Background: an optimization exercise with open tools, aiming at small area and a short achievable clock period. Do not read the settings as production practice. Only simulation tests tie the RTL to the original design; equivalence was not proved. Power is estimated from default activity; no workload was simulated.

`flow/design.v`:
```
module adder_1bit ( 
    input  a,
    input  b,
    input  cin,
    output sum,
    output cout
);
    assign sum  = a ^ b ^ cin;
    assign cout = (a & b) | (b & cin) | (a & cin);
endmodule
module cim_mac_tree (
    input         clk,
    input         rst_n,
    input         mac_en,
    input  [7:0]  col_mux,
    input  [15:0] data_in,
    input  [7:0]  bank0,  bank1,  bank2,  bank3,
                  bank4,  bank5,  bank6,  bank7,
                  bank8,  bank9,  bank10, bank11,
                  bank12, bank13, bank14, bank15,
    output [11:0] sum
);
    wire [15:0] en  = data_in & {16{mac_en}};
    wire [7:0]  col = col_mux & {8{~mac_en}};
    wire g0_0 = ~((bank0[0] & en[0]) | (|(bank0 & col)));
    wire g0_1 = ~(bank0[1] & en[0]);
    wire g0_2 = ~(bank0[2] & en[0]);
    wire g0_3 = ~(bank0[3] & en[0]);
    wire g0_4 = ~(bank0[4] & en[0]);
    wire g0_5 = ~(bank0[5] & en[0]);
    wire g0_6 = ~(bank0[6] & en[0]);
    wire g0_7 = ~(bank0[7] & en[0]);
    wire g1_0 = ~((bank1[0] & en[1]) | (|(bank1 & col)));
    wire g1_1 = ~(bank1[1] & en[1]);
    wire g1_2 = ~(bank1[2] & en[1]);
    wire g1_3 = ~(bank1[3] & en[1]);
    wire g1_4 = ~(bank1[4] & en[1]);
    wire g1_5 = ~(bank1[5] & en[1]);
    wire g1_6 = ~(bank1[6] & en[1]);
    wire g1_7 = ~(bank1[7] & en[1]);
    wire g2_0 = ~((bank2[0] & en[2]) | (|(bank2 & col)));
    wire g2_1 = ~(bank2[1] & en[2]);
    wire g2_2 = ~(bank2[2] & en[2]);
    wire g2_3 = ~(bank2[3] & en[2]);
    wire g2_4 = ~(bank2[4] & en[2]);
    wire g2_5 = ~(bank2[5] & en[2]);
    wire g2_6 = ~(bank2[6] & en[2]);
    wire g2_7 = ~(bank2[7] & en[2]);
    wire g3_0 = ~((bank3[0] & en[3]) | (|(bank3 & col)));
    wire g3_1 = ~(bank3[1] & en[3]);
    wire g3_2 = ~(bank3[2] & en[3]);
    wire g3_3 = ~(bank3[3] & en[3]);
    wire g3_4 = ~(bank3[4] & en[3]);
    wire g3_5 = ~(bank3[5] & en[3]);
    wire g3_6 = ~(bank3[6] & en[3]);
    wire g3_7 = ~(bank3[7] & en[3]);
    wire g4_0 = ~((bank4[0] & en[4]) | (|(bank4 & col)));
    wire g4_1 = ~(bank4[1] & en[4]);
    wire g4_2 = ~(bank4[2] & en[4]);
    wire g4_3 = ~(bank4[3] & en[4]);
    wire g4_4 = ~(bank4[4] & en[4]);
    wire g4_5 = ~(bank4[5] & en[4]);
    wire g4_6 = ~(bank4[6] & en[4]);
    wire g4_7 = ~(bank4[7] & en[4]);
    wire g5_0 = ~((bank5[0] & en[5]) | (|(bank5 & col)));
    wire g5_1 = ~(bank5[1] & en[5]);
    wire g5_2 = ~(bank5[2] & en[5]);
    wire g5_3 = ~(bank5[3] & en[5]);
    wire g5_4 = ~(bank5[4] & en[5]);
    wire g5_5 = ~(bank5[5] & en[5]);
    wire g5_6 = ~(bank5[6] & en[5]);
    wire g5_7 = ~(bank5[7] & en[5]);
    wire g6_0 = ~((bank6[0] & en[6]) | (|(bank6 & col)));
    wire g6_1 = ~(bank6[1] & en[6]);
    wire g6_2 = ~(bank6[2] & en[6]);
    wire g6_3 = ~(bank6[3] & en[6]);
    wire g6_4 = ~(bank6[4] & en[6]);
    wire g6_5 = ~(bank6[5] & en[6]);
    wire g6_6 = ~(bank6[6] & en[6]);
    wire g6_7 = ~(bank6[7] & en[6]);
    wire g7_0 = ~((bank7[0] & en[7]) | (|(bank7 & col)));
    wire g7_1 = ~(bank7[1] & en[7]);
    wire g7_2 = ~(bank7[2] & en[7]);
    wire g7_3 = ~(bank7[3] & en[7]);
    wire g7_4 = ~(bank7[4] & en[7]);
    wire g7_5 = ~(bank7[5] & en[7]);
    wire g7_6 = ~(bank7[6] & en[7]);
    wire g7_7 = ~(bank7[7] & en[7]);
    wire g8_0 = ~((bank8[0] & en[8]) | (|(bank8 & col)));
    wire g8_1 = ~(bank8[1] & en[8]);
    wire g8_2 = ~(bank8[2] & en[8]);
    wire g8_3 = ~(bank8[3] & en[8]);
    wire g8_4 = ~(bank8[4] & en[8]);
    wire g8_5 = ~(bank8[5] & en[8]);
    wire g8_6 = ~(bank8[6] & en[8]);
    wire g8_7 = ~(bank8[7] & en[8]);
    wire g9_0 = ~((bank9[0] & en[9]) | (|(bank9 & col)));
    wire g9_1 = ~(bank9[1] & en[9]);
    wire g9_2 = ~(bank9[2] & en[9]);
    wire g9_3 = ~(bank9[3] & en[9]);
    wire g9_4 = ~(bank9[4] & en[9]);
    wire g9_5 = ~(bank9[5] & en[9]);
    wire g9_6 = ~(bank9[6] & en[9]);
    wire g9_7 = ~(bank9[7] & en[9]);
    wire g10_0 = ~((bank10[0] & en[10]) | (|(bank10 & col)));
    wire g10_1 = ~(bank10[1] & en[10]);
    wire g10_2 = ~(bank10[2] & en[10]);
    wire g10_3 = ~(bank10[3] & en[10]);
    wire g10_4 = ~(bank10[4] & en[10]);
    wire g10_5 = ~(bank10[5] & en[10]);
    wire g10_6 = ~(bank10[6] & en[10]);
    wire g10_7 = ~(bank10[7] & en[10]);
    wire g11_0 = ~((bank11[0] & en[11]) | (|(bank11 & col)));
    wire g11_1 = ~(bank11[1] & en[11]);
    wire g11_2 = ~(bank11[2] & en[11]);
    wire g11_3 = ~(bank11[3] & en[11]);
    wire g11_4 = ~(bank11[4] & en[11]);
    wire g11_5 = ~(bank11[5] & en[11]);
    wire g11_6 = ~(bank11[6] & en[11]);
    wire g11_7 = ~(bank11[7] & en[11]);
    wire g12_0 = ~((bank12[0] & en[12]) | (|(bank12 & col)));
    wire g12_1 = ~(bank12[1] & en[12]);
    wire g12_2 = ~(bank12[2] & en[12]);
    wire g12_3 = ~(bank12[3] & en[12]);
    wire g12_4 = ~(bank12[4] & en[12]);
    wire g12_5 = ~(bank12[5] & en[12]);
    wire g12_6 = ~(bank12[6] & en[12]);
    wire g12_7 = ~(bank12[7] & en[12]);
    wire g13_0 = ~((bank13[0] & en[13]) | (|(bank13 & col)));
    wire g13_1 = ~(bank13[1] & en[13]);
    wire g13_2 = ~(bank13[2] & en[13]);
    wire g13_3 = ~(bank13[3] & en[13]);
    wire g13_4 = ~(bank13[4] & en[13]);
    wire g13_5 = ~(bank13[5] & en[13]);
    wire g13_6 = ~(bank13[6] & en[13]);
    wire g13_7 = ~(bank13[7] & en[13]);
    wire g14_0 = ~((bank14[0] & en[14]) | (|(bank14 & col)));
    wire g14_1 = ~(bank14[1] & en[14]);
    wire g14_2 = ~(bank14[2] & en[14]);
    wire g14_3 = ~(bank14[3] & en[14]);
    wire g14_4 = ~(bank14[4] & en[14]);
    wire g14_5 = ~(bank14[5] & en[14]);
    wire g14_6 = ~(bank14[6] & en[14]);
    wire g14_7 = ~(bank14[7] & en[14]);
    wire g15_0 = ~((bank15[0] & en[15]) | (|(bank15 & col)));
    wire g15_1 = ~(bank15[1] & en[15]);
    wire g15_2 = ~(bank15[2] & en[15]);
    wire g15_3 = ~(bank15[3] & en[15]);
    wire g15_4 = ~(bank15[4] & en[15]);
    wire g15_5 = ~(bank15[5] & en[15]);
    wire g15_6 = ~(bank15[6] & en[15]);
    wire g15_7 = ~(bank15[7] & en[15]);
    wire s1, c2;
    wire s3, c4;
    wire s5, c6;
    wire s7, c8;
    wire s9, c10;
    wire s11, c12;
    wire s13, c14;
    wire s15, c16;
    wire s17, c18;
    wire s19, c20;
    wire s21, c22;
    wire s23, c24;
    wire s25, c26;
    wire s27, c28;
    wire s29, c30;
    wire s31, c32;
    wire s33, c34;
    wire s35, c36;
    wire s37, c38;
    wire s39, c40;
    wire s41, c42;
    wire s43, c44;
    wire s45, c46;
    wire s47, c48;
    wire s49, c50;
    wire s51, c52;
    wire s53, c54;
    wire s55, c56;
    wire s57, c58;
    wire s59, c60;
    wire s61, c62;
    wire s63, c64;
    wire s65, c66;
    wire s67, c68;
    wire s69, c70;
    wire s71, c72;
    wire s73, c74;
    wire s75, c76;
    wire s77, c78;
    wire s79, c80;
    wire s81, c82;
    wire s83, c84;
    wire s85, c86;
    wire s87, c88;
    wire s89, c90;
    wire s91, c92;
    wire s93, c94;
    wire s95, c96;
    wire s97, c98;
    wire s99, c100;
    wire s101, c102;
    wire s103, c104;
    wire s105, c106;
    wire s107, c108;
    wire s109, c110;
    wire s111, c112;
    wire s113, c114;
    wire s115, c116;
    wire s117, c118;
    wire s119, c120;
    wire s121, c122;
    wire s123, c124;
    wire s125, c126;
    wire s127, c128;
    wire s129, c130;
    wire s131, c132;
    wire s133, c134;
    wire s135, c136;
    wire s137, c138;
    wire s139, c140;
    wire s141, c142;
    wire s143, c144;
    wire s145, c146;
    wire s147, c148;
    wire s149, c150;
    wire s151, c152;
    wire s153, c154;
    wire s155, c156;
    wire s157, c158;
    wire s159, c160;
    wire s161, c162;
    wire s163, c164;
    wire s165, c166;
    wire s167, c168;
    wire s169, c170;
    wire s171, c172;
    wire s173, c174;
    wire s175, c176;
    wire s177, c178;
    wire s179, c180;
    wire s181, c182;
    wire s183, c184;
    wire s185, c186;
    wire s187, c188;
    wire s189, c190;
    wire s191, c192;
    wire s193, c194;
    wire s195, c196;
    wire s197, c198;
    wire s199, c200;
    wire s201, c202;
    wire s203, c204;
    wire s205, c206;
    wire s207, c208;
    wire s209, c210;
    wire s211, c212;
    wire s213, c214;
    wire s215, c216;
    wire s217, c218;
    adder_1bit u_s1 (.a(g0_0), .b(g1_0), .cin(g2_0), .sum(s1), .cout(c2));
    adder_1bit u_s3 (.a(g3_0), .b(g4_0), .cin(g5_0), .sum(s3), .cout(c4));
    adder_1bit u_s5 (.a(g6_0), .b(g7_0), .cin(g8_0), .sum(s5), .cout(c6));
    adder_1bit u_s7 (.a(g9_0), .b(g10_0), .cin(g11_0), .sum(s7), .cout(c8));
    adder_1bit u_s9 (.a(g12_0), .b(g13_0), .cin(g14_0), .sum(s9), .cout(c10));
    adder_1bit u_s11 (.a(g15_0), .b(s1), .cin(s3), .sum(s11), .cout(c12));
    adder_1bit u_s13 (.a(s5), .b(s7), .cin(s9), .sum(s13), .cout(c14));
    adder_1bit u_s15 (.a(g0_1), .b(g1_1), .cin(g2_1), .sum(s15), .cout(c16));
    adder_1bit u_s17 (.a(g3_1), .b(g4_1), .cin(g5_1), .sum(s17), .cout(c18));
    adder_1bit u_s19 (.a(g6_1), .b(g7_1), .cin(g8_1), .sum(s19), .cout(c20));
    adder_1bit u_s21 (.a(g9_1), .b(g10_1), .cin(g11_1), .sum(s21), .cout(c22));
    adder_1bit u_s23 (.a(g12_1), .b(g13_1), .cin(g14_1), .sum(s23), .cout(c24));
    adder_1bit u_s25 (.a(g15_1), .b(s15), .cin(s17), .sum(s25), .cout(c26));
    adder_1bit u_s27 (.a(s19), .b(s21), .cin(s23), .sum(s27), .cout(c28));
    adder_1bit u_s29 (.a(s25), .b(s27), .cin(c2), .sum(s29), .cout(c30));
    adder_1bit u_s31 (.a(c4), .b(c6), .cin(c8), .sum(s31), .cout(c32));
    adder_1bit u_s33 (.a(g0_2), .b(g1_2), .cin(g2_2), .sum(s33), .cout(c34));
    adder_1bit u_s35 (.a(g3_2), .b(g4_2), .cin(g5_2), .sum(s35), .cout(c36));
    adder_1bit u_s37 (.a(g6_2), .b(g7_2), .cin(g8_2), .sum(s37), .cout(c38));
    adder_1bit u_s39 (.a(g9_2), .b(g10_2), .cin(g11_2), .sum(s39), .cout(c40));
    adder_1bit u_s41 (.a(g12_2), .b(g13_2), .cin(g14_2), .sum(s41), .cout(c42));
    adder_1bit u_s43 (.a(g15_2), .b(c16), .cin(c18), .sum(s43), .cout(c44));
    adder_1bit u_s45 (.a(c20), .b(c22), .cin(c24), .sum(s45), .cout(c46));
    adder_1bit u_s47 (.a(s33), .b(s35), .cin(s37), .sum(s47), .cout(c48));
    adder_1bit u_s49 (.a(s39), .b(s41), .cin(c26), .sum(s49), .cout(c50));
    adder_1bit u_s51 (.a(c28), .b(s43), .cin(s45), .sum(s51), .cout(c52));
    adder_1bit u_s53 (.a(g0_3), .b(g1_3), .cin(g2_3), .sum(s53), .cout(c54));
    adder_1bit u_s55 (.a(g3_3), .b(g4_3), .cin(g5_3), .sum(s55), .cout(c56));
    adder_1bit u_s57 (.a(g6_3), .b(g7_3), .cin(g8_3), .sum(s57), .cout(c58));
    adder_1bit u_s59 (.a(g9_3), .b(g10_3), .cin(g11_3), .sum(s59), .cout(c60));
    adder_1bit u_s61 (.a(g12_3), .b(g13_3), .cin(g14_3), .sum(s61), .cout(c62));
    adder_1bit u_s63 (.a(g15_3), .b(c34), .cin(c36), .sum(s63), .cout(c64));
    adder_1bit u_s65 (.a(c38), .b(c40), .cin(c42), .sum(s65), .cout(c66));
    adder_1bit u_s67 (.a(s53), .b(s55), .cin(s57), .sum(s67), .cout(c68));
    adder_1bit u_s69 (.a(s59), .b(s61), .cin(c44), .sum(s69), .cout(c70));
    adder_1bit u_s71 (.a(c46), .b(c48), .cin(s63), .sum(s71), .cout(c72));
    adder_1bit u_s73 (.a(g0_4), .b(g1_4), .cin(g2_4), .sum(s73), .cout(c74));
    adder_1bit u_s75 (.a(g3_4), .b(g4_4), .cin(g5_4), .sum(s75), .cout(c76));
    adder_1bit u_s77 (.a(g6_4), .b(g7_4), .cin(g8_4), .sum(s77), .cout(c78));
    adder_1bit u_s79 (.a(g9_4), .b(g10_4), .cin(g11_4), .sum(s79), .cout(c80));
    adder_1bit u_s81 (.a(g12_4), .b(g13_4), .cin(g14_4), .sum(s81), .cout(c82));
    adder_1bit u_s83 (.a(g15_4), .b(c54), .cin(c56), .sum(s83), .cout(c84));
    adder_1bit u_s85 (.a(c58), .b(c60), .cin(c62), .sum(s85), .cout(c86));
    adder_1bit u_s87 (.a(s73), .b(s75), .cin(s77), .sum(s87), .cout(c88));
    adder_1bit u_s89 (.a(s79), .b(s81), .cin(c64), .sum(s89), .cout(c90));
    adder_1bit u_s91 (.a(c66), .b(c68), .cin(s83), .sum(s91), .cout(c92));
    adder_1bit u_s93 (.a(g0_5), .b(g1_5), .cin(g2_5), .sum(s93), .cout(c94));
    adder_1bit u_s95 (.a(g3_5), .b(g4_5), .cin(g5_5), .sum(s95), .cout(c96));
    adder_1bit u_s97 (.a(g6_5), .b(g7_5), .cin(g8_5), .sum(s97), .cout(c98));
    adder_1bit u_s99 (.a(g9_5), .b(g10_5), .cin(g11_5), .sum(s99), .cout(c100));
    adder_1bit u_s101 (.a(g12_5), .b(g13_5), .cin(g14_5), .sum(s101), .cout(c102));
    adder_1bit u_s103 (.a(g15_5), .b(c74), .cin(c76), .sum(s103), .cout(c104));
    adder_1bit u_s105 (.a(c78), .b(c80), .cin(c82), .sum(s105), .cout(c106));
    adder_1bit u_s107 (.a(s93), .b(s95), .cin(s97), .sum(s107), .cout(c108));
    adder_1bit u_s109 (.a(s99), .b(s101), .cin(c84), .sum(s109), .cout(c110));
    adder_1bit u_s111 (.a(c86), .b(c88), .cin(s103), .sum(s111), .cout(c112));
    adder_1bit u_s113 (.a(g0_6), .b(g1_6), .cin(g2_6), .sum(s113), .cout(c114));
    adder_1bit u_s115 (.a(g3_6), .b(g4_6), .cin(g5_6), .sum(s115), .cout(c116));
    adder_1bit u_s117 (.a(g6_6), .b(g7_6), .cin(g8_6), .sum(s117), .cout(c118));
    adder_1bit u_s119 (.a(g9_6), .b(g10_6), .cin(g11_6), .sum(s119), .cout(c120));
    adder_1bit u_s121 (.a(g12_6), .b(g13_6), .cin(g14_6), .sum(s121), .cout(c122));
    adder_1bit u_s123 (.a(g15_6), .b(c94), .cin(c96), .sum(s123), .cout(c124));
    adder_1bit u_s125 (.a(c98), .b(c100), .cin(c102), .sum(s125), .cout(c126));
    adder_1bit u_s127 (.a(s113), .b(s115), .cin(s117), .sum(s127), .cout(c128));
    adder_1bit u_s129 (.a(s119), .b(s121), .cin(c104), .sum(s129), .cout(c130));
    adder_1bit u_s131 (.a(c106), .b(c108), .cin(s123), .sum(s131), .cout(c132));
    adder_1bit u_s133 (.a(g0_7), .b(g1_7), .cin(g2_7), .sum(s133), .cout(c134));
    adder_1bit u_s135 (.a(g3_7), .b(g4_7), .cin(g5_7), .sum(s135), .cout(c136));
    adder_1bit u_s137 (.a(g6_7), .b(g7_7), .cin(g8_7), .sum(s137), .cout(c138));
    adder_1bit u_s139 (.a(g9_7), .b(g10_7), .cin(g11_7), .sum(s139), .cout(c140));
    adder_1bit u_s141 (.a(g12_7), .b(g13_7), .cin(g14_7), .sum(s141), .cout(c142));
    adder_1bit u_s143 (.a(g15_7), .b(c114), .cin(c116), .sum(s143), .cout(c144));
    adder_1bit u_s145 (.a(c118), .b(c120), .cin(c122), .sum(s145), .cout(c146));
    adder_1bit u_s147 (.a(s133), .b(s135), .cin(s137), .sum(s147), .cout(c148));
    adder_1bit u_s149 (.a(s139), .b(s141), .cin(c124), .sum(s149), .cout(c150));
    adder_1bit u_s151 (.a(c126), .b(c128), .cin(s143), .sum(s151), .cout(c152));
    adder_1bit u_s153 (.a(c134), .b(c136), .cin(c138), .sum(s153), .cout(c154));
    adder_1bit u_s155 (.a(c140), .b(c142), .cin(c144), .sum(s155), .cout(c156));
    adder_1bit u_s157 (.a(c146), .b(c148), .cin(s153), .sum(s157), .cout(c158));
    reg  [48:0] r1;
    wire [48:0] d1 = {c158, c156, c154, s157, s155, c152, c150, s151, s149, c132, c130, s147, s145, s131, s129, c112, c110, s127, s125, s111, s109, c92, c90, s107, s105, s91, s89, c72, c70, s87, s85, s71, s69, c52, c50, s67, s65, c32, c30, s51, s49, s47, s31, s29, c14, c12, c10, s13, s11};
    adder_1bit u_s159 (.a(r1[2]), .b(r1[3]), .cin(r1[4]), .sum(s159), .cout(c160));
    adder_1bit u_s161 (.a(r1[5]), .b(r1[6]), .cin(s159), .sum(s161), .cout(c162));
    adder_1bit u_s163 (.a(r1[7]), .b(r1[8]), .cin(r1[9]), .sum(s163), .cout(c164));
    adder_1bit u_s165 (.a(r1[10]), .b(r1[11]), .cin(c160), .sum(s165), .cout(c166));
    adder_1bit u_s167 (.a(s163), .b(c162), .cin(s165), .sum(s167), .cout(c168));
    adder_1bit u_s169 (.a(r1[12]), .b(r1[13]), .cin(r1[14]), .sum(s169), .cout(c170));
    adder_1bit u_s171 (.a(r1[15]), .b(r1[16]), .cin(r1[17]), .sum(s171), .cout(c172));
    adder_1bit u_s173 (.a(c164), .b(s169), .cin(s171), .sum(s173), .cout(c174));
    adder_1bit u_s175 (.a(c166), .b(s173), .cin(c168), .sum(s175), .cout(c176));
    adder_1bit u_s177 (.a(r1[18]), .b(r1[19]), .cin(r1[20]), .sum(s177), .cout(c178));
    adder_1bit u_s179 (.a(r1[21]), .b(r1[22]), .cin(r1[23]), .sum(s179), .cout(c180));
    adder_1bit u_s181 (.a(c170), .b(c172), .cin(s177), .sum(s181), .cout(c182));
    adder_1bit u_s183 (.a(s179), .b(c174), .cin(s181), .sum(s183), .cout(c184));
    adder_1bit u_s185 (.a(r1[24]), .b(r1[25]), .cin(r1[26]), .sum(s185), .cout(c186));
    adder_1bit u_s187 (.a(r1[27]), .b(r1[28]), .cin(r1[29]), .sum(s187), .cout(c188));
    adder_1bit u_s189 (.a(c178), .b(c180), .cin(s185), .sum(s189), .cout(c190));
    adder_1bit u_s191 (.a(s187), .b(c182), .cin(s189), .sum(s191), .cout(c192));
    adder_1bit u_s193 (.a(r1[30]), .b(r1[31]), .cin(r1[32]), .sum(s193), .cout(c194));
    adder_1bit u_s195 (.a(r1[33]), .b(r1[34]), .cin(r1[35]), .sum(s195), .cout(c196));
    adder_1bit u_s197 (.a(c186), .b(c188), .cin(s193), .sum(s197), .cout(c198));
    adder_1bit u_s199 (.a(s195), .b(c190), .cin(s197), .sum(s199), .cout(c200));
    adder_1bit u_s201 (.a(r1[36]), .b(r1[37]), .cin(r1[38]), .sum(s201), .cout(c202));
    adder_1bit u_s203 (.a(r1[39]), .b(r1[40]), .cin(r1[41]), .sum(s203), .cout(c204));
    adder_1bit u_s205 (.a(c194), .b(c196), .cin(s201), .sum(s205), .cout(c206));
    adder_1bit u_s207 (.a(s203), .b(c198), .cin(s205), .sum(s207), .cout(c208));
    adder_1bit u_s209 (.a(r1[42]), .b(r1[43]), .cin(r1[44]), .sum(s209), .cout(c210));
    adder_1bit u_s211 (.a(r1[45]), .b(c202), .cin(c204), .sum(s211), .cout(c212));
    adder_1bit u_s213 (.a(s209), .b(c206), .cin(s211), .sum(s213), .cout(c214));
    adder_1bit u_s215 (.a(r1[46]), .b(r1[47]), .cin(r1[48]), .sum(s215), .cout(c216));
    adder_1bit u_s217 (.a(c210), .b(s215), .cin(c212), .sum(s217), .cout(c218));
    wire [11:0] rowA = {1'b1, c216, c214, c208, c200, c192, c184, s183, s175, s167, s161, r1[0]};
    wire [11:0] rowB = {1'b1, c218, s217, s213, s207, s199, s191, c176, 1'b1, 1'b1, 1'b1, r1[1]};
    wire [11:0] tot = ~(rowA + rowB + 12'd1);
    reg  [11:0] s2;
    wire [11:0] s2sum = s2;
    reg first, valid;
    always @(posedge clk or negedge rst_n) begin
        if (!rst_n) begin
            first <= 1'b1;
            valid <= 1'b0;
        end else begin
            first <= 1'b0;
            valid <= ~first;
        end
    end
    always @(posedge clk) begin
        r1 <= d1;
        s2 <= tot;
    end
    assign sum = s2sum & {12{valid}};
endmodule
```
`flow/flow/run.sh`:
```
#!/bin/bash
# The standard layout (the standard.sh, unchanged synthesis), with the
# port buffers made of the smallest buffer instead of the default choice.
set -o pipefail
export BUFFER_PORTS_ARGS="-buffer_cell sky130_fd_sc_hd__buf_1"
bash standard.sh finish > standard_flow.log 2>&1
```
`flow/standard.sh`:
```
#!/bin/bash
# synth_recipe.tcl (not shown) runs the flow's synth.tcl, then flattens the netlist and writes it again
# the make line also repeats each setting of config.mk as NAME=value (left out here)
make -C /OpenROAD-flow-scripts/flow DESIGN_CONFIG=/design/flow/config.mk WORK_HOME=/design/flow/orfs CLKGATE_MAP_FILE= SYNTH_SCRIPT=/design/flow/synth_recipe.tcl "${@:-finish}"
```
`flow/config.mk`:
```
export PLATFORM = sky130hd
export DESIGN_NAME = cim_mac_tree
export DESIGN_NICKNAME = cim_mac_tree
export VERILOG_FILES = /design/flow/design.v
export SDC_FILE = /design/flow/constraint.sdc
export NUM_CORES = 4
export LEC_CHECK = 0
export CAP_MARGIN = 20
export CORE_MARGIN = 2
export CORE_UTILIZATION = 60
export CTS_BUF_LIST = sky130_fd_sc_hd__clkbuf_4 sky130_fd_sc_hd__clkbuf_8
export SETUP_SLACK_MARGIN = 4.7
export SLEW_MARGIN = 20
export SYNTH_HIERARCHICAL = 1
```
`flow/constraint.sdc`:
```
create_clock -name core_clock -period 8.0 [get_ports {clk}]
set_input_delay 1.6000 -clock core_clock [delete_from_list [all_inputs] [get_ports {clk}]]
set_output_delay 1.6000 -clock core_clock [all_outputs]
set_load 0.01 [all_outputs]
```
==> impl_table.tex, run 1 <==
\begin{tabular}{lr}
\hline
Metric & Value \\
\hline
\multicolumn{2}{l}{\textbf{Logic synthesis}} \\
Share of synthesized area occupied by flip-flops and latches & 0.239 \\
Summed instance area of the synthesized netlist & 0.00532 mm² \\
EDFF count, synth & 0 \\
Post-Synthesis Net Count & 776 \\
Flip-flop cell with the highest count after synthesis & sky130\_fd\_sc\_hd\_\_dfxtp\_1 \\
Largest cells by area after synthesis & sky130\_fd\_sc\_hd\_\_fa\_1 (41\%), sky130\_fd\_sc\_hd\_\_dfxtp\_1 (23\%), sky130\_fd\_sc\_hd\_\_nand2\_1 (8.1\%), sky130\_fd\_sc\_hd\_\_a22oi\_1 (4.7\%), sky130\_fd\_sc\_hd\_\_and2\_1 (3.3\%) \\
Average instance area after synthesis & 10.6 µm² \\
Most area-hungry cell type in the Yosys netlist & sky130\_fd\_sc\_hd\_\_fa\_1 \\
Library cells used by synthesis & 40 \\
Post-synthesis cell count & 503 \\
Seq cells post-synth & 63 \\
Share of flip-flops with an asynchronous set or reset after synthesis & 0.0317 \\
Yosys warning count & 7 \\
Synth top area share & 0.411 \\
\multicolumn{2}{l}{\textbf{Clock network}} \\
Number of buffers created by CTS & 9 \\
Clock tree from TritonCTS & done \\
Sinks on the clock net & 63 \\
Clock-pin transition on the worst setup and hold timing paths & 0.08 ns \\
Hold-fix buffer count after cts & 0 \\
Clock network latency to the later pin of the worst-skew pair & 0.34 ns \\
Htree depth & 3 \\
Clock root buffer & sky130\_fd\_sc\_hd\_\_clkbuf\_8 \\
Buffer levels on the longest clock path & 2 \\
\multicolumn{2}{l}{\textbf{Die}} \\
Area of the die & 0.00963 mm² \\
Row cnt & 34 \\
Die Width & 98.1 µm \\
Initial Utilization & 0.615 \\
Height of the die & 98.1 µm \\
I/O pin count & 167 \\
Core footprint & 0.00864 mm² \\
\multicolumn{2}{l}{\textbf{Drt}} \\
Routed vias/inst & 6.49 \\
Vias & 5212 \\
DRC violation total after the first TritonRoute iteration & 543 \\
Remaining antenna violation count after routing & 0 \\
DRC violation count after routing & 0 \\
Mean routed wirelength per cell & 26.0 µm \\
Total Routed Length & 20800 µm \\
Total iterations of the first detailed-routing run & 5 \\
\multicolumn{2}{l}{\textbf{Layout}} \\
Fillcell total & 519 \\
Fraction of layout cells with a size suffix above 1 & 0.263 \\
Most common cell after layout, fill and taps aside & sky130\_fd\_sc\_hd\_\_buf\_1 \\
Most frequent cells in the layout & sky130\_fd\_sc\_hd\_\_buf\_1 (165), sky130\_fd\_sc\_hd\_\_nand2\_1 (92), sky130\_fd\_sc\_hd\_\_fa\_1 (67), sky130\_fd\_sc\_hd\_\_dfxtp\_1 (59), sky130\_fd\_sc\_hd\_\_fa\_2 (42) \\
\# diodes & 0 \\
Nets & 963 \\
Area added between synthesis and finish & 33.2\% \\
Post-route cell area & 0.00708 mm² \\
\multicolumn{2}{l}{\textbf{Critical path}} \\
Worst Path Class, Setup & primary input to register \\
Worst r2r dst & s2[7]\$\_DFF\_P\_ \\
Start of the worst register-to-register path & r1[4]\$\_DFF\_P\_ \\
Number of cells traversed by the worst register-to-register path & 8 \\
Critical-path maximum fanout & 8 \\
WP data required & 8.21 ns \\
Arr. time, crit path & 3.61 ns \\
Critical path endpoint category & register \\
Type of origin of the critical path & primary input \\
R2r setup slk & 4.69 ns \\
\multicolumn{2}{l}{\textbf{Global routing}} \\
GRT Total Usage & 0.420 \\
First-pass GRT wire length & 29600 µm \\
Via count of the first global-routing pass & 5568 \\
Overall overflow remaining after global route & 0 \\
Initial antenna violation count & 1 \\
Pin count of the biggest net entering global routing & 17 \\
\multicolumn{2}{l}{\textbf{Status}} \\
Run status & finished clean \\
\multicolumn{2}{l}{\textbf{Timing}} \\
Final critical-path share of the clock period & 0.425 \\
Timing-limited maximum frequency & 294 MHz \\
Final total negative setup slack & 0 ns \\
Final critical path time including I/O delays and setup & 3.40 ns \\
Count of final setup violators & 0 \\
Post-route worst hold slack & 0.433 ns \\
Post-Route Skew & 0.0123 ns \\
Final number of max-transition violations & 0 \\
Unrepaired setup endpoints after global routing & true \\
Number of failing hold endpoints at the final stage & 0 \\
Minimum setup slack in the final design & 4.60 ns \\
\multicolumn{2}{l}{\textbf{Power}} \\
Switching share of total power & 0.442 \\
Leakage & 2.36 nW \\
Relative contribution of sequential cells to total power & 0.213 \\
Max IR drop VDD & 0.273 mV \\
Overall power & 2.20 mW \\
Share of power burned in the clock network & 0.114 \\
Relative contribution of combinational cells to total power & 0.674 \\
Net switching power figure & 971 µW \\
Power density relative to cell area & 310 mW/mm² \\
Internal cell power & 1.23 mW \\
\multicolumn{2}{l}{\textbf{Placement}} \\
Half-perimeter wire length after placement & 15600 µm \\
Worst setup slack after placement & 3.50 ns \\
GP Congestion & 1.03 \\
Placed Area & 0.00618 mm² \\
Port Buf Inserts & 166 \\
\multicolumn{2}{l}{\textbf{Worst hold path}} \\
Hold path endpoint & valid\$\_DFF\_PN0\_ \\
Class of the tightest hold or removal check & register to register \\
Startpoint of the worst hold path & first\$\_DFF\_PN1\_ \\
Hold-critical path depth & 1 \\
\multicolumn{2}{l}{\textbf{Job}} \\
Total of max-cap violations & 0 \\
\hline
\end{tabular}
==> cell usage after synthesis, types with 2 or more instances <==
cell	number
sky130_fd_sc_hd__mux2i_1	2
sky130_fd_sc_hd__a22oi_1	33
sky130_fd_sc_hd__xor2_1	3
sky130_fd_sc_hd__nor2b_1	9
sky130_fd_sc_hd__o21ai_0	16
sky130_fd_sc_hd__xnor2_1	5
sky130_fd_sc_hd__nand2_1	115
sky130_fd_sc_hd__ha_1	9
sky130_fd_sc_hd__inv_1	5
sky130_fd_sc_hd__dfxtp_1	61
sky130_fd_sc_hd__clkbuf_1	30
sky130_fd_sc_hd__a21o_1	3
sky130_fd_sc_hd__a21oi_1	6
sky130_fd_sc_hd__and4_1	2
sky130_fd_sc_hd__a22o_1	14
sky130_fd_sc_hd__buf_2	2
sky130_fd_sc_hd__a222oi_1	2
sky130_fd_sc_hd__fa_1	109
sky130_fd_sc_hd__nand3_1	15
sky130_fd_sc_hd__a211oi_1	14
sky130_fd_sc_hd__a31oi_1	2
sky130_fd_sc_hd__and2_1	28
==> flip-flops by register name, indices dropped and copies added, names as in the netlist <==
register	count
valid	1
first	1
r1	49
s2	12
==> critical path, stage by stage <==
cell and delay (ns):
sky130_fd_sc_hd__buf_1 0.16, sky130_fd_sc_hd__nor2b_2 0.46, sky130_fd_sc_hd__a22oi_1 0.19, sky130_fd_sc_hd__nand3_1 0.15, sky130_fd_sc_hd__a211oi_2 0.06, sky130_fd_sc_hd__fa_1 0.58, sky130_fd_sc_hd__fa_1 0.41
==> cells by family after synthesis <==
logic type               share of synthesized area
AND/OR/NAND/NOR                              0.153
other                                     0.000706
buffers and inverters                       0.0290
adder cells (fa/ha/maj)                      0.432
multiplexers                               0.00377
XOR/XNOR                                    0.0132
flip-flops                                   0.239
AO/OA/AOI/OAI                                0.129
==> timing repair <==
action	CTS	global route
pin swaps	24	55
endpoints found under the setup margin	52	17
setup buffers	16	14
cloned	1	7
gates resized for setup	53	45
==> worst max-delay path by stage <==
| stage | slack, ns | start | cells past startpoint | to |
|---|---|---|---|---|
| floorplan | 4.30 | mac_en | 8 | r1[5]$_DFF_P_ |
| global placement | 3.66 | mac_en | 7 | r1[1]$_DFF_P_ |
| detailed placement | 3.50 | mac_en | 7 | r1[1]$_DFF_P_ |
| CTS | 4.69 | col_mux[5] | 8 | r1[1]$_DFF_P_ |
| global route | 4.56 | col_mux[0] | 8 | r1[1]$_DFF_P_ |
| finish | 4.60 | col_mux[2] | 7 | r1[1]$_DFF_P_ |
==> Yosys stat by module (local to each module, per instance) <==
module | cells | flip-flops and latches | times used
adder_1bit | 1 | 0 | 109
cim_mac_tree | 394 | 63 | 1
==> layer usage <==
| metal | routed length (µm) | vias to the layer above | GRT usage |
|---|---|---|---|
| met5 | 8 | - | 0 |
| met4 | 1580 | 2 | 0.243 |
| met3 | 2480 | 159 | 0.102 |
| met2 | 10200 | 512 | 0.738 |
| met1 | 6580 | 2471 | 0.462 |
| li1 | - | 2068 | - |
==> cell type report <==
cell class	instances	area, µm²	area share
clock buffers	11	145	0.0205
clock inverters	5	33.8	0.00477
inverters	5	18.8	0.00265
multi-input cells	403	4330	0.611
flip-flops and latches	63	1270	0.180
well taps	108	135	0.0191
repair buffers	208	1150	0.162
==> through the flow <==
stage                     instances   util
after CTS                       782  0.780
after global routing            803  0.820
after global placement          749  0.716
after detailed placement        749  0.716
after floorplan                 503      -
final                           803  0.820
==> power groups by stage <==
stage	Combinational, mW	Clock (mW)	Sequential, mW
6_report	1.48	0.250	0.467
5_1_grt	1.61	0.263	0.473
4_1_cts	1.33	0.253	0.465
3_5_place_dp	1.21	0	0.471
3_3_place_gp	1.14	0	0.465
2_1_floorplan	0.914	0	0.453
==> run 2: changes to the inputs <==
--- a/flow/config.mk
+++ b/flow/config.mk
@@ -9,5 +9,5 @@
 export CORE_MARGIN = 2
-export CORE_UTILIZATION = 60
+export CORE_UTILIZATION = 50
 export CTS_BUF_LIST = sky130_fd_sc_hd__clkbuf_4 sky130_fd_sc_hd__clkbuf_8
-export SETUP_SLACK_MARGIN = 4.7
+export SETUP_SLACK_MARGIN = 4.5
 export SLEW_MARGIN = 20
==> impl_table.tex, run 2 <==
\begin{tabular}{lr}
\hline
Metric & Value \\
\hline
\multicolumn{2}{l}{\textbf{Status}} \\
Run status & finished clean \\
\multicolumn{2}{l}{\textbf{Critical path}} \\
Number of cells traversed by the worst register-to-register path & 8 \\
Arr. time, crit path & 3.67 ns \\
Worst r2r dst & s2[11]\$\_DFF\_P\_ \\
Worst Path Class, Setup & primary input to register \\
Critical path buffer and inverter count & 1 \\
Most used cell, CP & sky130\_fd\_sc\_hd\_\_fa\_1 \\
Type of origin of the critical path & primary input \\
Number of stages on the worst setup path & 6 \\
WP data required & 8.21 ns \\
Max stage delay on crit path & 0.60 ns \\
Cell at the slowest stage of the critical path & sky130\_fd\_sc\_hd\_\_fa\_2 \\
Critical path endpoint category & register \\
Launch point of the critical path & mac\_en \\
Critical-path maximum fanout & 24 \\
Start of the worst register-to-register path & r1[2]\$\_DFF\_P\_ \\
Chain of cells forming the critical path & buf\_8 > and2\_2 > nand2\_1 > fa\_1 > fa\_2 > fa\_1 \\
R2r setup slk & 4.63 ns \\
CP endpoint & r1[9]\$\_DFF\_P\_ \\
Worst path top cell family by delay & adder cells \\
\multicolumn{2}{l}{\textbf{Global routing}} \\
Overall overflow remaining after global route & 0 \\
Via count of the first global-routing pass & 5043 \\
Initial antenna violation count & 1 \\
Pin count of the biggest net entering global routing & 25 \\
GRT Total Usage & 0.343 \\
First-pass GRT wire length & 28000 µm \\
\multicolumn{2}{l}{\textbf{Die}} \\
Core footprint & 0.0103 mm² \\
Die Width & 107 µm \\
I/O pin count & 167 \\
Initial Utilization & 0.515 \\
Area of the die & 0.0115 mm² \\
Row cnt & 37 \\
Height of the die & 107 µm \\
\multicolumn{2}{l}{\textbf{Layout}} \\
Fillcell total & 875 \\
\# diodes & 0 \\
Number of flip-flops under the largest register name & 49 \\
Top reg by flops & r1 \\
Final cell count without fillers & 794 \\
Registers with the highest flip-flop counts & r1 (49), s2 (12) \\
Area added between synthesis and finish & 21.4\% \\
Most frequent cells in the layout & sky130\_fd\_sc\_hd\_\_buf\_1 (165), sky130\_fd\_sc\_hd\_\_nand2\_1 (102), sky130\_fd\_sc\_hd\_\_fa\_1 (84), sky130\_fd\_sc\_hd\_\_dfxtp\_1 (61), sky130\_fd\_sc\_hd\_\_a22oi\_1 (33) \\
Fraction of layout cells with a size suffix above 1 & 0.149 \\
Most common cell after layout, fill and taps aside & sky130\_fd\_sc\_hd\_\_buf\_1 \\
Nets & 926 \\
\multicolumn{2}{l}{\textbf{Drt}} \\
Vias & 4626 \\
Total iterations of the first detailed-routing run & 6 \\
Routed vias/inst & 5.83 \\
DRC violation total after the first TritonRoute iteration & 325 \\
DRC violation count after routing & 0 \\
Remaining antenna violation count after routing & 0 \\
Mean routed wirelength per cell & 23.5 µm \\
Total Routed Length & 18700 µm \\
\multicolumn{2}{l}{\textbf{Timing}} \\
Timing-limited maximum frequency & 289 MHz \\
Final critical-path share of the clock period & 0.433 \\
Final critical path time including I/O delays and setup & 3.46 ns \\
Final total negative setup slack & 0 ns \\
Count of final setup violators & 0 \\
Post-Route Skew & 0.0115 ns \\
Number of failing hold endpoints at the final stage & 0 \\
Unrepaired setup endpoints after global routing & true \\
Final number of max-transition violations & 0 \\
\multicolumn{2}{l}{\textbf{Logic synthesis}} \\
Synth top area share & 0.411 \\
Most area-hungry cell type in the Yosys netlist & sky130\_fd\_sc\_hd\_\_fa\_1 \\
Largest cells by area after synthesis & sky130\_fd\_sc\_hd\_\_fa\_1 (41\%), sky130\_fd\_sc\_hd\_\_dfxtp\_1 (23\%), sky130\_fd\_sc\_hd\_\_nand2\_1 (8.1\%), sky130\_fd\_sc\_hd\_\_a22oi\_1 (4.7\%), sky130\_fd\_sc\_hd\_\_and2\_1 (3.3\%) \\
Seq cells post-synth & 63 \\
Yosys warning count & 7 \\
Post-synthesis cell count & 503 \\
Most frequent cell after synthesis & sky130\_fd\_sc\_hd\_\_nand2\_1 \\
Synth top cells by count & sky130\_fd\_sc\_hd\_\_nand2\_1 (115), sky130\_fd\_sc\_hd\_\_fa\_1 (109), sky130\_fd\_sc\_hd\_\_dfxtp\_1 (61), sky130\_fd\_sc\_hd\_\_a22oi\_1 (33), sky130\_fd\_sc\_hd\_\_clkbuf\_1 (30) \\
Share of synthesized area occupied by flip-flops and latches & 0.239 \\
Summed instance area of the synthesized netlist & 0.00532 mm² \\
EDFF count, synth & 0 \\
Average instance area after synthesis & 10.6 µm² \\
Post-Synthesis Net Count & 776 \\
Flip-flop cell with the highest count after synthesis & sky130\_fd\_sc\_hd\_\_dfxtp\_1 \\
Library cells used by synthesis & 40 \\
Share of flip-flops with an asynchronous set or reset after synthesis & 0.0317 \\
\multicolumn{2}{l}{\textbf{Power}} \\
Relative contribution of combinational cells to total power & 0.647 \\
Power density relative to cell area & 312 mW/mm² \\
Share of power burned in the clock network & 0.126 \\
Internal cell power & 1.13 mW \\
Max IR drop VDD & 0.391 mV \\
Overall power & 2.01 mW \\
Relative contribution of sequential cells to total power & 0.227 \\
Net switching power figure & 884 µW \\
Leakage & 2.05 nW \\
Switching share of total power & 0.440 \\
\multicolumn{2}{l}{\textbf{Clock network}} \\
Number of buffers created by CTS & 9 \\
Clock network latency to the later pin of the worst-skew pair & 0.34 ns \\
Clock-pin transition on the worst setup and hold timing paths & 0.08 ns \\
Clock tree from TritonCTS & done \\
Buffer levels on the longest clock path & 2 \\
Htree depth & 3 \\
Clock root buffer & sky130\_fd\_sc\_hd\_\_clkbuf\_8 \\
Sinks on the clock net & 63 \\
\multicolumn{2}{l}{\textbf{Placement}} \\
Number of placed cells counting well taps & 777 \\
Port Buf Inserts & 166 \\
GP Congestion & 1.03 \\
Half-perimeter wire length after placement & 16100 µm \\
\multicolumn{2}{l}{\textbf{Job}} \\
Total of max-cap violations & 0 \\
\multicolumn{2}{l}{\textbf{Worst hold path}} \\
Class of the tightest hold or removal check & register to register \\
\hline
\end{tabular}
[run 2: cell type report]
| class | instances | area [µm²] | share of cell area |
|---|---|---|---|
| clock inverters | 6 | 43.8 | 0.00679 |
| well taps | 136 | 170 | 0.0264 |
| clock buffers | 10 | 138 | 0.0213 |
| inverters | 5 | 18.8 | 0.00291 |
| flip-flops and latches | 63 | 1270 | 0.197 |
| repair buffers | 173 | 687 | 0.106 |
| multi-input cells | 401 | 4120 | 0.639 |
[run 2: cell families (layout without fill, tap and decap cells)]
kind of cell | after synthesis | after routing | share of synthesized area
adders and majority gates | 118 | 118 | 0.432
xor gates and xnor gates | 8 | 8 | 0.0132
AOI/OAI and AO/OA | 95 | 95 | 0.129
buffers and inverters | 39 | 194 | 0.0290
DFF | 63 | 63 | 0.239
muxes | 2 | 2 | 0.00377
other | 1 | 1 | 0.000706
and+or+nand+nor | 177 | 177 | 0.153
[run 2: how the worst min path moves through the flow]
stage | cells after the start | from | to | slack, ns
floorplan | 1 | first$_DFF_PN1_ | valid$_DFF_PN0_ | 0.41
global placement | 1 | first$_DFF_PN1_ | valid$_DFF_PN0_ | 0.41
detailed placement | 1 | first$_DFF_PN1_ | valid$_DFF_PN0_ | 0.42
CTS | 1 | first$_DFF_PN1_ | valid$_DFF_PN0_ | 0.43
global route | 1 | first$_DFF_PN1_ | valid$_DFF_PN0_ | 0.45
finish | 1 | first$_DFF_PN1_ | valid$_DFF_PN0_ | 0.43
[run 2: through the flow]
stage          setup slack (ns)  cell area, µm²  hold WS [ns]  utilization
6_report                   4.54            6450         0.433        0.625
5_1_grt                    4.45            6450         0.453        0.625
4_1_cts                    4.47            6380         0.435        0.618
3_5_place_dp               3.49            6170         0.415        0.598
3_3_place_gp               3.54            6170         0.412        0.598
2_1_floorplan              4.30            5590         0.405            -
[run 2: Yosys stat by module, one instance, submodules excluded]
module        copies in the design  flip-flops and latches  area [µm²]
adder_1bit                     109                       0        20.0
cim_mac_tree                     1                      63        3130
[run 2: power by group through the flow]
stage	registers [mW]	logic, mW	clock network [mW]
finish	0.457	1.30	0.253
global route	0.466	1.44	0.271
CTS	0.458	1.23	0.259
detailed placement	0.465	1.22	0
global placement	0.463	1.15	0
floorplan	0.453	0.911	0
[run 2: per-layer routing]
| layer | part of all wire | wire length [µm] | global-route usage |
|---|---|---|---|
| met1 | 0.39 | 7200 | 0.421 |
| met2 | 0.49 | 9130 | 0.592 |
| met3 | 0.076 | 1430 | 0.0608 |
| met4 | 0.049 | 915 | 0.147 |
| met5 | 0.00059 | 11 | 0 |
[run 2: repair_timing]
action	4_1_cts	5_1_grt
cloned	0	0
setup endpoints to repair	47	18
buffers inserted	0	1
pin swaps	0	2
resized for setup	18	20
hold buffers	0	0
==> run 3: changes to the inputs <==
--- a/flow/config.mk
+++ b/flow/config.mk
@@ -9,4 +9,6 @@
 export CORE_MARGIN = 2
-export CORE_UTILIZATION = 50
+export CORE_UTILIZATION = 60
 export CTS_BUF_LIST = sky130_fd_sc_hd__clkbuf_4 sky130_fd_sc_hd__clkbuf_8
+export CTS_CLUSTER_DIAMETER = 80
+export CTS_CLUSTER_SIZE = 30
 export SETUP_SLACK_MARGIN = 4.5
==> impl_table.tex, run 3 <==
\begin{tabular}{lr}
\hline
Metric & Value \\
\hline
\multicolumn{2}{l}{\textbf{Status}} \\
Run status & finished clean \\
\multicolumn{2}{l}{\textbf{Logic synthesis}} \\
Post-synthesis cell count & 503 \\
Yosys warning count & 7 \\
Largest cells by area after synthesis & sky130\_fd\_sc\_hd\_\_fa\_1 (41\%), sky130\_fd\_sc\_hd\_\_dfxtp\_1 (23\%), sky130\_fd\_sc\_hd\_\_nand2\_1 (8.1\%), sky130\_fd\_sc\_hd\_\_a22oi\_1 (4.7\%), sky130\_fd\_sc\_hd\_\_and2\_1 (3.3\%) \\
Flip-flop cell with the highest count after synthesis & sky130\_fd\_sc\_hd\_\_dfxtp\_1 \\
Post-Synthesis Net Count & 776 \\
Seq cells post-synth & 63 \\
Share of flip-flops with an asynchronous set or reset after synthesis & 0.0317 \\
EDFF count, synth & 0 \\
Most area-hungry cell type in the Yosys netlist & sky130\_fd\_sc\_hd\_\_fa\_1 \\
Library cells used by synthesis & 40 \\
Synth top cells by count & sky130\_fd\_sc\_hd\_\_nand2\_1 (115), sky130\_fd\_sc\_hd\_\_fa\_1 (109), sky130\_fd\_sc\_hd\_\_dfxtp\_1 (61), sky130\_fd\_sc\_hd\_\_a22oi\_1 (33), sky130\_fd\_sc\_hd\_\_clkbuf\_1 (30) \\
Summed instance area of the synthesized netlist & 0.00532 mm² \\
Average instance area after synthesis & 10.6 µm² \\
Synth top area share & 0.411 \\
Share of synthesized area occupied by flip-flops and latches & 0.239 \\
Most frequent cell after synthesis & sky130\_fd\_sc\_hd\_\_nand2\_1 \\
\multicolumn{2}{l}{\textbf{Drt}} \\
Mean routed wirelength per cell & 24.5 µm \\
Total iterations of the first detailed-routing run & 5 \\
Vias & 4788 \\
DRC violation count after routing & 0 \\
DRC violation total after the first TritonRoute iteration & 398 \\
Total Routed Length & 18700 µm \\
Routed vias/inst & 6.28 \\
Remaining antenna violation count after routing & 0 \\
\multicolumn{2}{l}{\textbf{Critical path}} \\
CP endpoint & s2[9]\$\_DFF\_P\_ \\
Critical path endpoint category & register \\
Chain of cells forming the critical path & fa\_1 > fa\_2 > fa\_1 > fa\_2 > or4b\_4 > a22oi\_1 > a21oi\_1 > xnor2\_1 \\
R2r setup slk & 4.54 ns \\
Number of cells traversed by the worst register-to-register path & 8 \\
Arr. time, crit path & 3.69 ns \\
Cell at the slowest stage of the critical path & sky130\_fd\_sc\_hd\_\_or4b\_4 \\
Max stage delay on crit path & 0.57 ns \\
Launch point of the critical path & r1[4]\$\_DFF\_P\_ \\
Critical-path maximum fanout & 3 \\
Type of origin of the critical path & register \\
Start of the worst register-to-register path & r1[4]\$\_DFF\_P\_ \\
Worst Path Class, Setup & register to register \\
Worst r2r dst & s2[9]\$\_DFF\_P\_ \\
WP data required & 8.23 ns \\
\multicolumn{2}{l}{\textbf{Global routing}} \\
Overall overflow remaining after global route & 0 \\
GRT Total Usage & 0.398 \\
Initial antenna violation count & 1 \\
Pin count of the biggest net entering global routing & 25 \\
First-pass GRT wire length & 28100 µm \\
Via count of the first global-routing pass & 5367 \\
\multicolumn{2}{l}{\textbf{Timing}} \\
Count of final setup violators & 0 \\
Post-route worst hold slack & 0.437 ns \\
Timing-limited maximum frequency & 289 MHz \\
Final number of max-transition violations & 0 \\
Number of failing hold endpoints at the final stage & 0 \\
Transition at the pin with the smallest max-transition slack & 0.517 ns \\
Final total negative setup slack & 0 ns \\
Slew Limit Headroom & 0.655 \\
Unrepaired setup endpoints after global routing & true \\
Final critical path time including I/O delays and setup & 3.46 ns \\
Post-Route Skew & 0.00854 ns \\
Final critical-path share of the clock period & 0.433 \\
\multicolumn{2}{l}{\textbf{Clock network}} \\
Clock tree from TritonCTS & done \\
Number of buffers created by CTS & 9 \\
Buffer levels on the longest clock path & 2 \\
Buffers inserted during post-CTS setup optimization & 0 \\
Clock root buffer & sky130\_fd\_sc\_hd\_\_clkbuf\_8 \\
Clock-pin transition on the worst setup and hold timing paths & 0.07 ns \\
Htree depth & 3 \\
Sinks on the clock net & 63 \\
Clock network latency to the later pin of the worst-skew pair & 0.34 ns \\
\multicolumn{2}{l}{\textbf{Layout}} \\
Register area & 0.00127 mm² \\
Final cell count without fillers & 763 \\
\# diodes & 0 \\
Most frequent cells in the layout & sky130\_fd\_sc\_hd\_\_buf\_1 (165), sky130\_fd\_sc\_hd\_\_nand2\_1 (102), sky130\_fd\_sc\_hd\_\_fa\_1 (81), sky130\_fd\_sc\_hd\_\_dfxtp\_1 (60), sky130\_fd\_sc\_hd\_\_a22oi\_1 (31) \\
Nets & 923 \\
Fraction of layout cells with a size suffix above 1 & 0.156 \\
Top reg by flops & r1 \\
Registers with the highest flip-flop counts & r1 (49), s2 (12) \\
Most common cell after layout, fill and taps aside & sky130\_fd\_sc\_hd\_\_buf\_1 \\
Fillcell total & 625 \\
Footprint of the multi-input gates & 0.00415 mm² \\
Final core occ & 0.744 \\
Post-route cell area & 0.00643 mm² \\
Number of flip-flops under the largest register name & 49 \\
Area added between synthesis and finish & 20.9\% \\
\multicolumn{2}{l}{\textbf{Power}} \\
Power density relative to cell area & 335 mW/mm² \\
Leakage & 2.04 nW \\
Max IR drop VDD & 0.298 mV \\
\multicolumn{2}{l}{\textbf{Placement}} \\
Placed Area & 0.00613 mm² \\
Number of placed cells counting well taps & 747 \\
GP Congestion & 1.04 \\
Half-perimeter wire length after placement & 15800 µm \\
Port Buf Inserts & 166 \\
\multicolumn{2}{l}{\textbf{Die}} \\
Row cnt & 34 \\
Height of the die & 98.1 µm \\
Core footprint & 0.00864 mm² \\
Die Width & 98.1 µm \\
I/O pin count & 167 \\
Area of the die & 0.00963 mm² \\
Initial Utilization & 0.615 \\
\multicolumn{2}{l}{\textbf{Worst hold path}} \\
Hold-critical path depth & 1 \\
Class of the tightest hold or removal check & register to register \\
Startpoint of the worst hold path & first\$\_DFF\_PN1\_ \\
\multicolumn{2}{l}{\textbf{Job}} \\
Total of max-cap violations & 0 \\
\hline
\end{tabular}
run 3: worst max-delay path: cells and delay by family, from the launching register on:
| kind | cells | cell delay, ns |
|---|---|---|
| compound gates | 2 | 0.42 |
| xor+xnor | 1 | 0.14 |
| fa+ha+maj | 4 | 1.88 |
| flops | 1 | 0.35 |
| simple gates | 1 | 0.57 |
run 3: cells by family after synthesis:
| family | count (synthesis) | synth area share |
|---|---|---|
| flops | 63 | 0.239 |
| mux | 2 | 0.00377 |
| simple gates | 177 | 0.153 |
| other cells | 1 | 0.000706 |
| buf+inv | 39 | 0.0290 |
| compound gates | 95 | 0.129 |
| fa+ha+maj | 118 | 0.432 |
| xor+xnor | 8 | 0.0132 |
run 3: layer usage:
metal	track usage	wire, µm	vias up
met5	0	13	-
met4	0.196	1120	2
met3	0.105	1830	96
met2	0.702	9290	371
met1	0.447	6430	2339
li1	-	-	1980
run 3: layout make-up:
class | instances | share of cell area
Multi-Input combinational cell | 401 | 0.646
Sequential cell | 63 | 0.198
Timing Repair Buffer | 170 | 0.104
Clock buffer | 11 | 0.0226
Tap cell | 108 | 0.0210
Clock inverter | 5 | 0.00526
Inverter | 5 | 0.00292
run 3: timing repair:
action                                  4_1_cts  5_1_grt
hold buffers                                  0        0
resized for setup                            28       15
pin swaps                                     0        5
endpoints found under the setup margin       50       14
run 3: worst min-delay path by stage:
stage / endpoint / slack [ns]
after CTS: valid$_DFF_PN0_ / 0.44
final: valid$_DFF_PN0_ / 0.44
after global routing: valid$_DFF_PN0_ / 0.46
after detailed placement: valid$_DFF_PN0_ / 0.42
after floorplan: valid$_DFF_PN0_ / 0.41
after global placement: valid$_DFF_PN0_ / 0.41
run 3: through the flow:
step	setup slack [ns]	total power [mW]
after global placement	3.30	1.59
final	4.54	2.15
after detailed placement	3.50	1.71
after CTS	4.51	2.04
after global routing	4.50	2.26
after floorplan	4.30	1.36
run 3: where the power goes:
part           switching (mW)  internal, mW
clock                   0.131         0.124
combinational           0.806         0.623
sequential             0.0460         0.421
run 3: modules after synthesis (local to each module, per instance):
module        flip-flops and latches  cell area (µm²)  times used
adder_1bit                         0             20.0         109
cim_mac_tree                      63             3130           1
==> run 4: changes to the inputs <==
--- a/flow/config.mk
+++ b/flow/config.mk
@@ -9,7 +9,5 @@
 export CORE_MARGIN = 2
-export CORE_UTILIZATION = 60
+export CORE_UTILIZATION = 55
 export CTS_BUF_LIST = sky130_fd_sc_hd__clkbuf_4 sky130_fd_sc_hd__clkbuf_8
-export CTS_CLUSTER_DIAMETER = 80
-export CTS_CLUSTER_SIZE = 30
-export SETUP_SLACK_MARGIN = 4.5
+export SETUP_SLACK_MARGIN = 4.55
 export SLEW_MARGIN = 20
==> impl_table.tex, run 4 <==
\begin{tabular}{lr}
\hline
Metric & Value \\
\hline
\multicolumn{2}{l}{\textbf{Timing}} \\
Final critical path time including I/O delays and setup & 3.45 ns \\
Final total negative setup slack & 0 ns \\
Post-route worst hold slack & 0.438 ns \\
Timing-limited maximum frequency & 290 MHz \\
Number of failing hold endpoints at the final stage & 0 \\
Post-Route Skew & 0.0126 ns \\
Final critical-path share of the clock period & 0.431 \\
Count of final setup violators & 0 \\
Final number of max-transition violations & 0 \\
Unrepaired setup endpoints after global routing & true \\
\multicolumn{2}{l}{\textbf{Global routing}} \\
Gr busiest metal & met2 \\
Via count of the first global-routing pass & 5433 \\
Initial antenna violation count & 0 \\
First-pass GRT wire length & 29100 µm \\
Pin count of the biggest net entering global routing & 25 \\
GR met3 Demand/Resource & 0.120 \\
Met1 capacity usage during global routing & 0.438 \\
Overall overflow remaining after global route & 0 \\
Met2 track utilization from global routing & 0.680 \\
GRT Total Usage & 0.396 \\
\multicolumn{2}{l}{\textbf{Logic synthesis}} \\
Seq cells post-synth & 63 \\
Post-Synthesis Net Count & 776 \\
Flip-flop cell with the highest count after synthesis & sky130\_fd\_sc\_hd\_\_dfxtp\_1 \\
Synth top cells by count & sky130\_fd\_sc\_hd\_\_nand2\_1 (115), sky130\_fd\_sc\_hd\_\_fa\_1 (109), sky130\_fd\_sc\_hd\_\_dfxtp\_1 (61), sky130\_fd\_sc\_hd\_\_a22oi\_1 (33), sky130\_fd\_sc\_hd\_\_clkbuf\_1 (30) \\
Mux share of post-synthesis cell area & 0.00377 \\
Most area-hungry cell type in the Yosys netlist & sky130\_fd\_sc\_hd\_\_fa\_1 \\
Largest cells by area after synthesis & sky130\_fd\_sc\_hd\_\_fa\_1 (41\%), sky130\_fd\_sc\_hd\_\_dfxtp\_1 (23\%), sky130\_fd\_sc\_hd\_\_nand2\_1 (8.1\%), sky130\_fd\_sc\_hd\_\_a22oi\_1 (4.7\%), sky130\_fd\_sc\_hd\_\_and2\_1 (3.3\%) \\
Largest family of logic cells by synthesized area & adder cells \\
Average instance area after synthesis & 10.6 µm² \\
Library cells used by synthesis & 40 \\
Share of flip-flops with an asynchronous set or reset after synthesis & 0.0317 \\
EDFF count, synth & 0 \\
Yosys warning count & 7 \\
Synth Area in Adders & 0.432 \\
Post-synthesis cell count & 503 \\
Compound-Gate Fraction of Synth Area & 0.129 \\
Most frequent cell after synthesis & sky130\_fd\_sc\_hd\_\_nand2\_1 \\
Post-synthesis share of cell area spent on xor and xnor gates & 0.0132 \\
Summed instance area of the synthesized netlist & 0.00532 mm² \\
Simple logic cell fraction of the synthesized area & 0.153 \\
Synth top area share & 0.411 \\
Share of synthesized area occupied by flip-flops and latches & 0.239 \\
\multicolumn{2}{l}{\textbf{Die}} \\
Die Width & 102 µm \\
Area of the die & 0.0105 mm² \\
Initial Utilization & 0.570 \\
Height of the die & 102 µm \\
Core footprint & 0.00933 mm² \\
I/O pin count & 167 \\
Row cnt & 35 \\
\multicolumn{2}{l}{\textbf{Layout}} \\
Area added between synthesis and finish & 21.8\% \\
\# diodes & 0 \\
Most frequent cells in the layout & sky130\_fd\_sc\_hd\_\_buf\_1 (165), sky130\_fd\_sc\_hd\_\_nand2\_1 (102), sky130\_fd\_sc\_hd\_\_fa\_1 (77), sky130\_fd\_sc\_hd\_\_dfxtp\_1 (61), sky130\_fd\_sc\_hd\_\_fa\_2 (32) \\
Fillcell total & 724 \\
Registers with the highest flip-flop counts & r1 (49), s2 (12) \\
Nets & 925 \\
Top reg by flops & r1 \\
Final cell count without fillers & 786 \\
Most common cell after layout, fill and taps aside & sky130\_fd\_sc\_hd\_\_buf\_1 \\
Final core occ & 0.694 \\
Fraction of layout cells with a size suffix above 1 & 0.164 \\
Number of flip-flops under the largest register name & 49 \\
\multicolumn{2}{l}{\textbf{Drt}} \\
DRC violation count after routing & 0 \\
Total iterations of the first detailed-routing run & 5 \\
Routed vias/inst & 6.18 \\
Total Routed Length & 19700 µm \\
Remaining antenna violation count after routing & 0 \\
Vias & 4854 \\
DRC violation total after the first TritonRoute iteration & 419 \\
Mean routed wirelength per cell & 25.0 µm \\
\multicolumn{2}{l}{\textbf{Placement}} \\
GP Congestion & 1.07 \\
Port Buf Inserts & 166 \\
Number of placed cells counting well taps & 770 \\
Half-perimeter wire length after placement & 16300 µm \\
\multicolumn{2}{l}{\textbf{Critical path}} \\
Critical path endpoint category & register \\
Type of origin of the critical path & register \\
Worst Path Class, Setup & register to register \\
Critical-path maximum fanout & 3 \\
WP data required & 8.28 ns \\
Arr. time, crit path & 3.73 ns \\
\multicolumn{2}{l}{\textbf{Clock network}} \\
Clock-pin transition on the worst setup and hold timing paths & 0.08 ns \\
Clock network latency to the later pin of the worst-skew pair & 0.35 ns \\
Buffers inserted during post-CTS setup optimization & 0 \\
Buffer levels on the longest clock path & 2 \\
Hold-fix buffer count after cts & 0 \\
Number of buffers created by CTS & 9 \\
Htree depth & 3 \\
Sinks on the clock net & 63 \\
Clock root buffer & sky130\_fd\_sc\_hd\_\_clkbuf\_8 \\
Clock tree from TritonCTS & done \\
\multicolumn{2}{l}{\textbf{Worst hold path}} \\
Class of the tightest hold or removal check & register to register \\
\multicolumn{2}{l}{\textbf{Power}} \\
Power density relative to cell area & 322 mW/mm² \\
Overall power & 2.08 mW \\
Leakage & 2.04 nW \\
Max IR drop VDD & 0.338 mV \\
\multicolumn{2}{l}{\textbf{Status}} \\
Run status & finished clean \\
\multicolumn{2}{l}{\textbf{Job}} \\
Total of max-cap violations & 0 \\
\hline
\end{tabular}
## run 4: layout make-up
type | count | area [µm²] | share of cell area
sequential | 63 | 1270 | 0.197
inverter | 5 | 18.8 | 0.00290
clock inverter | 6 | 42.5 | 0.00657
multi-input combinational | 401 | 4150 | 0.641
timing repair buffer | 172 | 694 | 0.107
clock buffer | 10 | 138 | 0.0213
tap | 129 | 161 | 0.0249
## run 4: final timing paths
kind	start	end	slack, ns	depth (start not counted)
worst min-delay path	first$_DFF_PN1_	valid$_DFF_PN0_	0.44	1
worst min register to register	first$_DFF_PN1_	valid$_DFF_PN0_	0.44	1
min in group asynchronous	rst_n	valid$_DFF_PN0_	1.02	1
max in group asynchronous	rst_n	first$_DFF_PN1_	6.78	1
worst max-delay path	r1[3]$_DFF_P_	s2[11]$_DFF_P_	4.55	8
worst max register to register	r1[3]$_DFF_P_	s2[11]$_DFF_P_	4.55	8
## run 4: timing repair
action / CTS / global route
cloned: 0 / 0
endpoints found under the setup margin: 50 / 13
pin swaps: 0 / 5
gates resized for setup: 28 / 13
## run 4: cell families after synthesis
family          after synthesis
simple gates                177
fa+ha+maj                   118
compound gates               95
flops                        63
buf+inv                      39
xor+xnor                      8
mux                           2
other cells                   1
## run 4: Yosys stat by module, one instance, submodules excluded
module / cells inside / cell area (µm²) / times used
cim_mac_tree: 394 / 3130 / 1
adder_1bit: 1 / 20.0 / 109
## run 4: through the flow
| step | area [µm²] | setup slack, ns |
|---|---|---|
| after floorplan | 5620 | 4.30 |
| after global placement | 6180 | 3.60 |
| after detailed placement | 6180 | 3.52 |
| after CTS | 6430 | 4.56 |
| after global routing | 6470 | 4.53 |
| final | 6470 | 4.55 |
## run 4: report_power, final
| part | internal, mW | switching [mW] |
|---|---|---|
| combinational | 0.599 | 0.755 |
| sequential | 0.421 | 0.0483 |
| clock | 0.122 | 0.138 |
## run 4: routing by layer
layer / routed length (µm) / vias up
met1: 6750 / 2338
met3: 2190 / 102
li1: - / 1988
met4: 1210 / 0
met2: 9510 / 426
met5: 0 / -
## run 4: worst max-delay path, cell delays in order (launching register included)
cell                       delay, ns
sky130_fd_sc_hd__dfxtp_1        0.40
sky130_fd_sc_hd__fa_1           0.49
sky130_fd_sc_hd__fa_2           0.38
sky130_fd_sc_hd__fa_1           0.42
sky130_fd_sc_hd__fa_1           0.51
sky130_fd_sc_hd__or4b_4         0.57
sky130_fd_sc_hd__a221oi_4       0.29
sky130_fd_sc_hd__o21ai_1        0.12
sky130_fd_sc_hd__a21oi_1        0.18

==> separate check: timing with driven ports <==
The results above use ideal ports. As a check the final layouts listed here were re-extracted and re-timed, cells and wires unchanged.
Step 1 (the two cells are an assumption about what drives the block):
set clk [get_ports {clk}]
set_driving_cell -lib_cell sky130_fd_sc_hd__clkbuf_16 $clk
set_driving_cell -lib_cell sky130_fd_sc_hd__buf_2 [delete_from_list [all_inputs] $clk]
Step 2 also shifts input and output timing later by t, the mid clock arrival at the registers, as if the neighbouring blocks saw the same clock.
Three values: no drivers, after step 1, after step 2; two values: the first two.
| run | t, ns | setup WS [ns] | hold WS [ns] | slew at the worst register clock pin (ns) |
|---|---|---|---|---|
| run 1 | 0.367 | 4.603 / 4.418 / 4.051 | 0.433 / 0.433 / 0.433 | 0.08 / 0.08 |
| run 2 | 0.368 | 4.536 / 4.517 / 4.149 | 0.433 / 0.433 / 0.433 | 0.08 / 0.08 |
| run 3 | 0.376 | 4.537 / 4.537 / 4.187 | 0.437 / 0.437 / 0.437 | 0.07 / 0.07 |
| run 4 | 0.382 | 4.550 / 4.550 / 4.180 | 0.438 / 0.438 / 0.438 | 0.08 / 0.08 |
After both steps setup and hold are still met in every run listed. For run 1, which loses most, drivers alone change the setup slack by -0.185 ns; drivers and shift together by -0.552 ns.
